Background: an optimization exercise with open tools, aiming at small area and a short achievable clock period. Do not read the settings as production practice. RTL that was checked went through simulation tests only; none was proved equivalent to the original. Power and IR drop assume default switching activity.

## the baseline
==> module SIMD, before the edit <==
module SIMD(
input [11:0] instruction,
input clk,
input rst,
output [31:0] outputvalue
);
reg  [11:0] cmd;             
reg  rst_d;                  
reg  [255:0] rf;             
reg  [15:0] ra;              
reg  [7:0]  e_one, e_two, e_neg;    
reg  [31:0] e_x;             
reg  e_mul, e_m4, e_m8, e_m16;
reg  [3:0] e_dst;
reg  [15:0] res_l, out_l, out_h;
reg  [15:0] w_hx, w_hy;      
reg  w_hc, w_k24;            
wire [3:0] op = cmd[11:8];
wire [1:0] w  = cmd[7:6];
wire [1:0] fc = cmd[5:4];
wire [1:0] fb = cmd[3:2];
wire [1:0] fa = cmd[1:0];
wire is_logic = (op[3:2] == 2'b10);
wire nop = rst | rst_d;
wire mul = ~nop & (op[3:1] == 3'd1);
reg  [15:0] sel_a;
reg  [3:0]  sel_w, sel_b, sel_c;
wire [11:0] ins = instruction;
wire [3:0] ins_a = (ins[11:10] == 2'b10) ? {ins[3:2], ins[1:0]} : {ins[7:6], ins[1:0]};
always @(posedge clk) begin
  sel_a <= 16'd1 << ins_a;
  sel_w <= 4'd1 << ins[7:6];
  sel_b <= 4'd1 << ins[3:2];
  sel_c <= 4'd1 << ins[5:4];
end
reg [15:0] rd_a, rd_b, rd_c;
reg [15:0] bank [0:3];
integer r, k;
always @* begin
  rd_a = 16'd0;
  for (r = 0; r < 16; r = r + 1)
    rd_a = rd_a | ({16{sel_a[r]}} & rf[16*r +: 16]);
  for (k = 0; k < 4; k = k + 1) begin
    bank[k] = 16'd0;
    for (r = 0; r < 4; r = r + 1)
      bank[k] = bank[k] | ({16{sel_w[r]}} & rf[16*(4*r+k) +: 16]);
  end
  rd_b = 16'd0;
  rd_c = 16'd0;
  for (k = 0; k < 4; k = k + 1) begin
    rd_b = rd_b | ({16{sel_b[k]}} & bank[k]);
    rd_c = rd_c | ({16{sel_c[k]}} & bank[k]);
  end
end
wire [15:0] as_out;
simd_addsub as(.a(rd_a), .b(rd_b), .w(w), .sub(op == 4'd1), .s(as_out));
wire [15:0] sh_out;
simd_shift sh(.d(rd_a), .w(w), .right(fb[0]), .arith(op == 4'd6), .q(sh_out));
wire [15:0] pre = ({16{~nop & (op[3:1] == 3'd0)}} & as_out)
                | ({16{~nop & ((op == 4'd4) | (op == 4'd6))}} & sh_out)
                | ({16{~nop & (op == 4'd8)}}  & (rd_a & rd_c))
                | ({16{~nop & (op == 4'd9)}}  & (rd_a | rd_c))
                | ({16{~nop & (op == 4'd10)}} & (rd_a ^ rd_c))
                | ({16{~nop & (op == 4'd11)}} & ~rd_a);
wire m4 = (w == 2'd0), m8 = (w == 2'd1), m16 = w[1];
wire [7:0] one, two, neg;
simd_booth_enc be(.b(rd_b), .m4(m4), .m8(m8), .m16(m16), .one(one), .two(two), .neg(neg));
wire [3:0] par4 = {^rd_b[15:12], ^rd_b[11:8], ^rd_b[7:4], ^rd_b[3:0]};
wire [1:0] par8 = {par4[3] ^ par4[2], par4[1] ^ par4[0]};
wire par16 = par8[1] ^ par8[0];
wire [3:0] q;
assign q[0] = ~(rd_a[3] & par4[0]);
assign q[1] = m4 ? ~(rd_a[7] & par4[1]) : ~(rd_a[7] & par8[0]);
assign q[2] = ~(rd_a[11] & par4[2]);
assign q[3] = m4 ? ~(rd_a[15] & par4[3]) : m8 ? ~(rd_a[15] & par8[1]) : ~(rd_a[15] & par16);
wire [15:0] c = (op == 4'd3) ? rd_c : 16'd0;
wire [31:0] x4 = {q[3], 1'b0, 1'b1, ~c[15], c[15:12], q[2], 1'b0, 1'b1, ~c[11], c[11:8],
                  q[1], 1'b0, 1'b1, ~c[7],  c[7:4],   q[0], 1'b0, 1'b1, ~c[3],  c[3:0]};
wire [31:0] x8 = {q[3], 1'b0, 1'b1, 1'b0, 1'b1, 1'b0, 1'b1, ~c[15], c[15:8],
                  q[1], 1'b0, 1'b1, 1'b0, 1'b1, 1'b0, 1'b1, ~c[7],  c[7:0]};
wire [31:0] x16 = {q[3], 1'b0, 1'b1, 1'b0, 1'b1, 1'b0, 1'b1, 1'b0, 1'b1, 1'b0, 1'b1,
                   1'b0, 1'b1, 1'b0, 1'b1, ~c[15], c[15:0]};
wire [31:0] x = ~mul ? {16'd0, pre} : m4 ? x4 : m8 ? x8 : x16;
always @(posedge clk) begin
  ra <= rd_a;
  e_one <= one & {8{mul}};
  e_two <= two & {8{mul}};
  e_neg <= neg & {8{mul}};
  e_x <= x;
  e_mul <= mul;
  e_m4 <= m4;
  e_m8 <= m8;
  e_m16 <= m16;
  e_dst <= nop ? 4'd0 : {w, fc};
  rst_d <= rst;
  cmd <= instruction;
end
wire [15:0] res, hx, hy;
wire hc;
simd_mul mu(.a(ra), .one(e_one), .two(e_two), .neg(e_neg), .x(e_x), .en(e_mul),
            .m4(e_m4), .m8(e_m8), .m16(e_m16), .pl(res), .hx(hx), .hy(hy), .hc(hc));
wire [17:0] hs = {w_hx[15:8], w_k24, w_hx[7:0], w_hc} + {w_hy[15:8], 1'b0, w_hy[7:0], w_hc};
wire [15:0] wd0 = res & ~{16{rst}};
wire [15:0] wd1 = res | {16{rst}};
integer i;
always @(posedge clk) begin
  res_l <= res;
  w_hx <= hx;
  w_hy <= hy;
  w_hc <= hc;
  w_k24 <= ~e_m4;
  out_l <= res_l;
  out_h <= {hs[17:10], hs[8:1]};
  for (i = 0; i < 16; i = i + 1)
    if (rst | (e_dst == i))
      rf[16*i +: 16] <= (wd1 & rf_init(i)) | (wd0 & ~rf_init(i));
end
function [15:0] rf_init(input integer r);
  case (r)
    1:  rf_init = 16'b0001_1000_1000_0100;
    2:  rf_init = 16'b1110_0110_0110_1100;
    4:  rf_init = 16'b0010_0111_0100_1100;
    5:  rf_init = 16'b1101_1000_1000_0101;
    8:  rf_init = 16'b0001_0110_0100_1010;
    9:  rf_init = 16'b1111_1010_1010_0100;
    13: rf_init = 16'b0001_1000_1000_0100;
    default: rf_init = 16'b0;
  endcase
endfunction
assign outputvalue = {out_h, out_l};
endmodule
export LEC_CHECK = 0
export CAP_MARGIN = 20
export CORE_MARGIN = 2
export CORE_UTILIZATION = 40
export SETUP_SLACK_MARGIN = 5
export SLEW_MARGIN = 20
create_clock -name core_clock -period 10.0 [get_ports {clk}]
run.sh (not shown) runs the stock make flow with config.mk's settings and CLKGATE_MAP_FILE= SYNTH_SCRIPT=/design/flow/synth_recipe.tcl, a recipe that flattens the netlist after the stock synthesis.
The baseline | status: complete | timing, DRC, antenna: pass
Inputs modified between the baseline and the candidate:
--- a/flow/design.v
+++ b/flow/design.v
@@ -593,41 +593,20 @@
 wire [1:0] fc = cmd[5:4];
 wire [1:0] fb = cmd[3:2];
 wire [1:0] fa = cmd[1:0];
 wire is_logic = (op[3:2] == 2'b10);
 wire nop = rst | rst_d;
 wire mul = ~nop & (op[3:1] == 3'd1);
-reg  [15:0] sel_a;
-reg  [3:0]  sel_w, sel_b, sel_c;
-wire [11:0] ins = instruction;
-wire [3:0] ins_a = (ins[11:10] == 2'b10) ? {ins[3:2], ins[1:0]} : {ins[7:6], ins[1:0]};
-always @(posedge clk) begin
-  sel_a <= 16'd1 << ins_a;
-  sel_w <= 4'd1 << ins[7:6];
-  sel_b <= 4'd1 << ins[3:2];
-  sel_c <= 4'd1 << ins[5:4];
-end
-reg [15:0] rd_a, rd_b, rd_c;
-reg [15:0] bank [0:3];
-integer r, k;
-always @* begin
-  rd_a = 16'd0;
-  for (r = 0; r < 16; r = r + 1)
-    rd_a = rd_a | ({16{sel_a[r]}} & rf[16*r +: 16]);
-  for (k = 0; k < 4; k = k + 1) begin
-    bank[k] = 16'd0;
-    for (r = 0; r < 4; r = r + 1)
-      bank[k] = bank[k] | ({16{sel_w[r]}} & rf[16*(4*r+k) +: 16]);
-  end
-  rd_b = 16'd0;
-  rd_c = 16'd0;
-  for (k = 0; k < 4; k = k + 1) begin
-    rd_b = rd_b | ({16{sel_b[k]}} & bank[k]);
-    rd_c = rd_c | ({16{sel_c[k]}} & bank[k]);
-  end
-end
+wire [3:0] addr_a = is_logic ? {fb, fa} : {w, fa};
+wire [15:0] bank0 = rf[16*{w,2'd0} +: 16];
+wire [15:0] bank1 = rf[16*{w,2'd1} +: 16];
+wire [15:0] bank2 = rf[16*{w,2'd2} +: 16];
+wire [15:0] bank3 = rf[16*{w,2'd3} +: 16];
+wire [15:0] rd_a = rf[16*addr_a +: 16];
+wire [15:0] rd_b = fb[1] ? (fb[0] ? bank3 : bank2) : (fb[0] ? bank1 : bank0);
+wire [15:0] rd_c = fc[1] ? (fc[0] ? bank3 : bank2) : (fc[0] ? bank1 : bank0);
 wire [15:0] as_out;
 simd_addsub as(.a(rd_a), .b(rd_b), .w(w), .sub(op == 4'd1), .s(as_out));
 wire [15:0] sh_out;
 simd_shift sh(.d(rd_a), .w(w), .right(fb[0]), .arith(op == 4'd6), .q(sh_out));
 wire [15:0] pre = ({16{~nop & (op[3:1] == 3'd0)}} & as_out)
                 | ({16{~nop & ((op == 4'd4) | (op == 4'd6))}} & sh_out)
Results
Die span in y in the candidate vs the baseline: up 0.78%. The candidate against the baseline; instance area at placement is up slightly. Die area (lower): the baseline. Relative to the baseline, the largest incremental delay on the critical path of the candidate is lower by 0.20 ns. Number of top-level design ports: the baseline vs the candidate identical. Final area: the candidate worse than the baseline. Of the two candidates, the baseline has the better highest ir drop seen on vdd and the candidate the worse one. Diff the baseline -> the candidate: time the worst path needs with I/O delays and setup decreased by 0.10 ns relative to the old numbers; overall power after layout shows an increase of 1.9%; post-synthesis register bit count moved down; non-clock buffer count fell by 13. Area added between synthesis and finish, the candidate and the baseline: smaller value in the candidate. Sequential element share of the synthesized area sits lower in the candidate than in the baseline.

Setup of main:
SIMD, a different RTL version from the one above (not shown whole).
Size in the first run: roughly 2,500 cells after synthesis, about 450 flip-flops.
==> module SIMD, before the edit <==
module SIMD(
input [11:0] instruction,
input clk,
input rst,
output [31:0] outputvalue
);
reg  [11:0] cmd;             
reg  rst_d;                  
reg  [255:0] rf;             
reg  [15:0] ra;              
reg  [7:0]  e_one, e_two, e_neg;    
reg  [31:0] e_x;             
reg  e_m4, e_m8, e_m16;       
reg  [3:0] e_dst;
reg  [15:0] res_l, out_l, out_h;
reg  [15:0] w_hx, w_hy;      
reg  w_hc, w_k24;            
wire [3:0] op = cmd[11:8];
wire [1:0] w  = cmd[7:6];
wire [1:0] fc = cmd[5:4];
wire [1:0] fb = cmd[3:2];
wire [1:0] fa = cmd[1:0];
wire is_logic = (op[3:2] == 2'b10);
wire nop = rst | rst_d;
wire mul = ~nop & (op[3:1] == 3'd1);
reg  [15:0] sel_a;
reg  [3:0]  sel_w, sel_b, sel_c;
wire [11:0] ins = instruction;
wire [3:0] ins_a = (ins[11:10] == 2'b10) ? {ins[3:2], ins[1:0]} : {ins[7:6], ins[1:0]};
always @(posedge clk) begin
  sel_a <= 16'd1 << ins_a;
  sel_w <= 4'd1 << ins[7:6];
  sel_b <= 4'd1 << ins[3:2];
  sel_c <= 4'd1 << ins[5:4];
end
reg [15:0] rd_a, rd_b, rd_c;
reg [15:0] bank [0:3];
integer r, k;
always @* begin
  rd_a = 16'd0;
  for (r = 0; r < 16; r = r + 1)
    rd_a = rd_a | ({16{sel_a[r]}} & rf[16*r +: 16]);
  for (k = 0; k < 4; k = k + 1) begin
    bank[k] = 16'd0;
    for (r = 0; r < 4; r = r + 1)
      bank[k] = bank[k] | ({16{sel_w[r]}} & rf[16*(4*r+k) +: 16]);
  end
  rd_b = 16'd0;
  rd_c = 16'd0;
  for (k = 0; k < 4; k = k + 1) begin
    rd_b = rd_b | ({16{sel_b[k]}} & bank[k]);
    rd_c = rd_c | ({16{sel_c[k]}} & bank[k]);
  end
end
wire [15:0] as_out;
simd_addsub as(.a(rd_a), .b(rd_b), .w(w), .sub(op == 4'd1), .s(as_out));
wire [15:0] sh_out;
simd_shift sh(.d(rd_a), .w(w), .right(fb[0]), .arith(op == 4'd6), .q(sh_out));
wire [15:0] pre = ({16{~nop & (op[3:1] == 3'd0)}} & as_out)
                | ({16{~nop & ((op == 4'd4) | (op == 4'd6))}} & sh_out)
                | ({16{~nop & (op == 4'd8)}}  & (rd_a & rd_c))
                | ({16{~nop & (op == 4'd9)}}  & (rd_a | rd_c))
                | ({16{~nop & (op == 4'd10)}} & (rd_a ^ rd_c))
                | ({16{~nop & (op == 4'd11)}} & ~rd_a);
wire m4 = (w == 2'd0), m8 = (w == 2'd1), m16 = w[1];
wire [7:0] one, two, neg;
simd_booth_enc be(.b(rd_b), .m4(m4), .m8(m8), .m16(m16), .one(one), .two(two), .neg(neg));
wire [3:0] par4 = {^rd_b[15:12], ^rd_b[11:8], ^rd_b[7:4], ^rd_b[3:0]};
wire [1:0] par8 = {par4[3] ^ par4[2], par4[1] ^ par4[0]};
wire par16 = par8[1] ^ par8[0];
wire [3:0] q;
assign q[0] = ~(rd_a[3] & par4[0]);
assign q[1] = m4 ? ~(rd_a[7] & par4[1]) : ~(rd_a[7] & par8[0]);
assign q[2] = ~(rd_a[11] & par4[2]);
assign q[3] = m4 ? ~(rd_a[15] & par4[3]) : m8 ? ~(rd_a[15] & par8[1]) : ~(rd_a[15] & par16);
wire [15:0] c = (op == 4'd3) ? rd_c : 16'd0;
wire [31:0] x4 = {q[3], 1'b0, 1'b1, ~c[15], c[15:12], q[2], 1'b0, 1'b1, ~c[11], c[11:8],
                  q[1], 1'b0, 1'b1, ~c[7],  c[7:4],   q[0], 1'b0, 1'b1, ~c[3],  c[3:0]};
wire [31:0] x8 = {q[3], 1'b0, 1'b1, 1'b0, 1'b1, 1'b0, 1'b1, ~c[15], c[15:8],
                  q[1], 1'b0, 1'b1, 1'b0, 1'b1, 1'b0, 1'b1, ~c[7],  c[7:0]};
wire [31:0] x16 = {q[3], 1'b0, 1'b1, 1'b0, 1'b1, 1'b0, 1'b1, 1'b0, 1'b1, 1'b0, 1'b1,
                   1'b0, 1'b1, 1'b0, 1'b1, ~c[15], c[15:0]};
wire [31:0] x = ~mul ? {16'hAAAB, pre} : m4 ? x4 : m8 ? x8 : x16;
always @(posedge clk) begin
  ra <= rd_a;
  e_one <= one & {8{mul}};
  e_two <= two & {8{mul}};
  e_neg <= neg & {8{mul}};
  e_x <= x;
  e_m4 <= mul & m4;
  e_m8 <= mul & m8;
  e_m16 <= ~mul | m16;
  e_dst <= nop ? 4'd0 : {w, fc};
  rst_d <= rst;
  cmd <= instruction;
end
wire [15:0] res, hx, hy;
wire hc;
simd_mul mu(.a(ra), .one(e_one), .two(e_two), .neg(e_neg), .x(e_x),
            .m4(e_m4), .m8(e_m8), .m16(e_m16), .pl(res), .hx(hx), .hy(hy), .hc(hc));
wire [17:0] hs = {w_hx[15:8], w_k24, w_hx[7:0], w_hc} + {w_hy[15:8], 1'b0, w_hy[7:0], w_hc};
wire [15:0] wd0 = res & ~{16{rst}};
wire [15:0] wd1 = res | {16{rst}};
integer i;
always @(posedge clk) begin
  res_l <= res;
  w_hx <= hx;
  w_hy <= hy;
  w_hc <= hc;
  w_k24 <= ~e_m4;
  out_l <= res_l;
  out_h <= {hs[17:10], hs[8:1]};
  for (i = 0; i < 16; i = i + 1)
    if (rst | (e_dst == i))
      rf[16*i +: 16] <= (wd1 & rf_init(i)) | (wd0 & ~rf_init(i));
end
function [15:0] rf_init(input integer r);
  case (r)
    1:  rf_init = 16'b0001_1000_1000_0100;
    2:  rf_init = 16'b1110_0110_0110_1100;
    4:  rf_init = 16'b0010_0111_0100_1100;
    5:  rf_init = 16'b1101_1000_1000_0101;
    8:  rf_init = 16'b0001_0110_0100_1010;
    9:  rf_init = 16'b1111_1010_1010_0100;
    13: rf_init = 16'b0001_1000_1000_0100;
    default: rf_init = 16'b0;
  endcase
endfunction
assign outputvalue = {out_h, out_l};
endmodule
clock: 10.0 ns
lec_check: 0
cap_margin: 20
core_margin: 2
core_utilization: 60
cts_cluster_diameter: 150
cts_cluster_size: 20
slew_margin: 20
standard.sh (not shown) runs the stock make flow with config.mk's settings and CLKGATE_MAP_FILE= SYNTH_SCRIPT=/design/flow/synth_recipe.tcl, a recipe that flattens the netlist after the stock synthesis.
==> flow/flow/run.sh <==
#!/bin/bash
set -euo pipefail
bash standard.sh SETUP_SLACK_MARGIN=5.5 finish > make_finish.log 2>&1
For the feature branch, these inputs were changed with respect to main:
--- a/flow/design.v
+++ b/flow/design.v
@@ -574,39 +574,37 @@
 input [11:0] instruction,
 input clk,
 input rst,
 output [31:0] outputvalue
 );
-reg  [11:0] cmd;             
+reg  [11:8] cmd;             
 reg  rst_d;                  
 reg  [255:0] rf;             
 reg  [15:0] ra;              
 reg  [7:0]  e_one, e_two, e_neg;    
 reg  [31:0] e_x;             
 reg  e_m4, e_m8, e_m16;       
 reg  [3:0] e_dst;
 reg  [15:0] res_l, out_l, out_h;
 reg  [15:0] w_hx, w_hy;      
 reg  w_hc, w_k24;            
-wire [3:0] op = cmd[11:8];
-wire [1:0] w  = cmd[7:6];
-wire [1:0] fc = cmd[5:4];
-wire [1:0] fb = cmd[3:2];
-wire [1:0] fa = cmd[1:0];
-wire is_logic = (op[3:2] == 2'b10);
-wire nop = rst | rst_d;
-wire mul = ~nop & (op[3:1] == 3'd1);
 reg  [15:0] sel_a;
 reg  [3:0]  sel_w, sel_b, sel_c;
 wire [11:0] ins = instruction;
 wire [3:0] ins_a = (ins[11:10] == 2'b10) ? {ins[3:2], ins[1:0]} : {ins[7:6], ins[1:0]};
 always @(posedge clk) begin
   sel_a <= 16'd1 << ins_a;
   sel_w <= 4'd1 << ins[7:6];
   sel_b <= 4'd1 << ins[3:2];
   sel_c <= 4'd1 << ins[5:4];
 end
+wire [3:0] op = cmd[11:8];
+wire [1:0] w  = {sel_w[2] | sel_w[3], sel_w[1] | sel_w[3]};
+wire [1:0] fc = {sel_c[2] | sel_c[3], sel_c[1] | sel_c[3]};
+wire       fb0 = sel_b[1] | sel_b[3];
+wire nop = rst | rst_d;
+wire mul = ~nop & (op[3:1] == 3'd1);
 reg [15:0] rd_a, rd_b, rd_c;
 reg [15:0] bank [0:3];
 integer r, k;
 always @* begin
   rd_a = 16'd0;
@@ -625,18 +623,18 @@
   end
 end
 wire [15:0] as_out;
 simd_addsub as(.a(rd_a), .b(rd_b), .w(w), .sub(op == 4'd1), .s(as_out));
 wire [15:0] sh_out;
-simd_shift sh(.d(rd_a), .w(w), .right(fb[0]), .arith(op == 4'd6), .q(sh_out));
+simd_shift sh(.d(rd_a), .w(w), .right(fb0), .arith(op == 4'd6), .q(sh_out));
 wire [15:0] pre = ({16{~nop & (op[3:1] == 3'd0)}} & as_out)
                 | ({16{~nop & ((op == 4'd4) | (op == 4'd6))}} & sh_out)
                 | ({16{~nop & (op == 4'd8)}}  & (rd_a & rd_c))
                 | ({16{~nop & (op == 4'd9)}}  & (rd_a | rd_c))
                 | ({16{~nop & (op == 4'd10)}} & (rd_a ^ rd_c))
                 | ({16{~nop & (op == 4'd11)}} & ~rd_a);
-wire m4 = (w == 2'd0), m8 = (w == 2'd1), m16 = w[1];
+wire m4 = sel_w[0], m8 = sel_w[1], m16 = sel_w[2] | sel_w[3];
 wire [7:0] one, two, neg;
 simd_booth_enc be(.b(rd_b), .m4(m4), .m8(m8), .m16(m16), .one(one), .two(two), .neg(neg));
 wire [3:0] par4 = {^rd_b[15:12], ^rd_b[11:8], ^rd_b[7:4], ^rd_b[3:0]};
 wire [1:0] par8 = {par4[3] ^ par4[2], par4[1] ^ par4[0]};
 wire par16 = par8[1] ^ par8[0];
@@ -662,11 +660,11 @@
   e_m4 <= mul & m4;
   e_m8 <= mul & m8;
   e_m16 <= ~mul | m16;
   e_dst <= nop ? 4'd0 : {w, fc};
   rst_d <= rst;
-  cmd <= instruction;
+  cmd <= instruction[11:8];
 end
 wire [15:0] res, hx, hy;
 wire hc;
 simd_mul mu(.a(ra), .one(e_one), .two(e_two), .neg(e_neg), .x(e_x),
             .m4(e_m4), .m8(e_m8), .m16(e_m16), .pl(res), .hx(hx), .hy(hy), .hc(hc));
Findings:
- | average cell area after synthesis | lower: main |
- Relative to main, the synthesized cell count measured on the feature branch has decreased slightly.
- In the reports for main and the feature branch, the smaller number of cells upsized or downsized after cts belongs to main.
- The feature branch improves on main in total power consumption of the routed design.
- Combinational fraction of design power: the feature branch lower than main
- Compared with main, the feature branch shows a met3 layer usage reported by global route that is 0.30 points higher.
The RTL of main was laid out without a check of its function.

==> what the ideal ports hide <==
Ports are ideal in the flow. The routed layouts listed here were re-timed in OpenROAD.
Step 1 (the two cells are an assumption about what drives the block):
set clk [get_ports {clk}]
set_driving_cell -lib_cell sky130_fd_sc_hd__clkbuf_16 $clk
set_driving_cell -lib_cell sky130_fd_sc_hd__buf_2 [delete_from_list [all_inputs] $clk]
Step 2 moves the port delays by t, midway between the first and last clock arrival at a register: inputs arrive t later, outputs are due t later. That takes back most of the time a late clock gives input paths.
Three values: no drivers, after step 1, after step 2; two values: the first two.
run	shift t [ns]	slack for setup (ns)	worst hold slack (ns)	latest minus earliest clock arrival (ns)	worst slew at a driven data input, ns
the baseline	0.670	5.019 / 5.019 / 4.596	0.324 / 0.324 / 0.324	0.040 / 0.040	0.07
the candidate	0.652	5.120 / 5.120 / 4.542	0.318 / 0.318 / 0.318	0.038 / 0.038	0.04
main	0.670	5.363 / 5.363 / 5.184	0.331 / 0.331 / 0.331	0.041 / 0.041	0.04
the feature branch	0.658	5.382 / 5.382 / 5.035	0.332 / 0.332 / 0.332	0.049 / 0.050	0.06
After both steps setup and hold are still met in every run listed. The setup slack of the candidate, which loses most, moves by 0.000 ns with the drivers and by -0.578 ns with both steps.
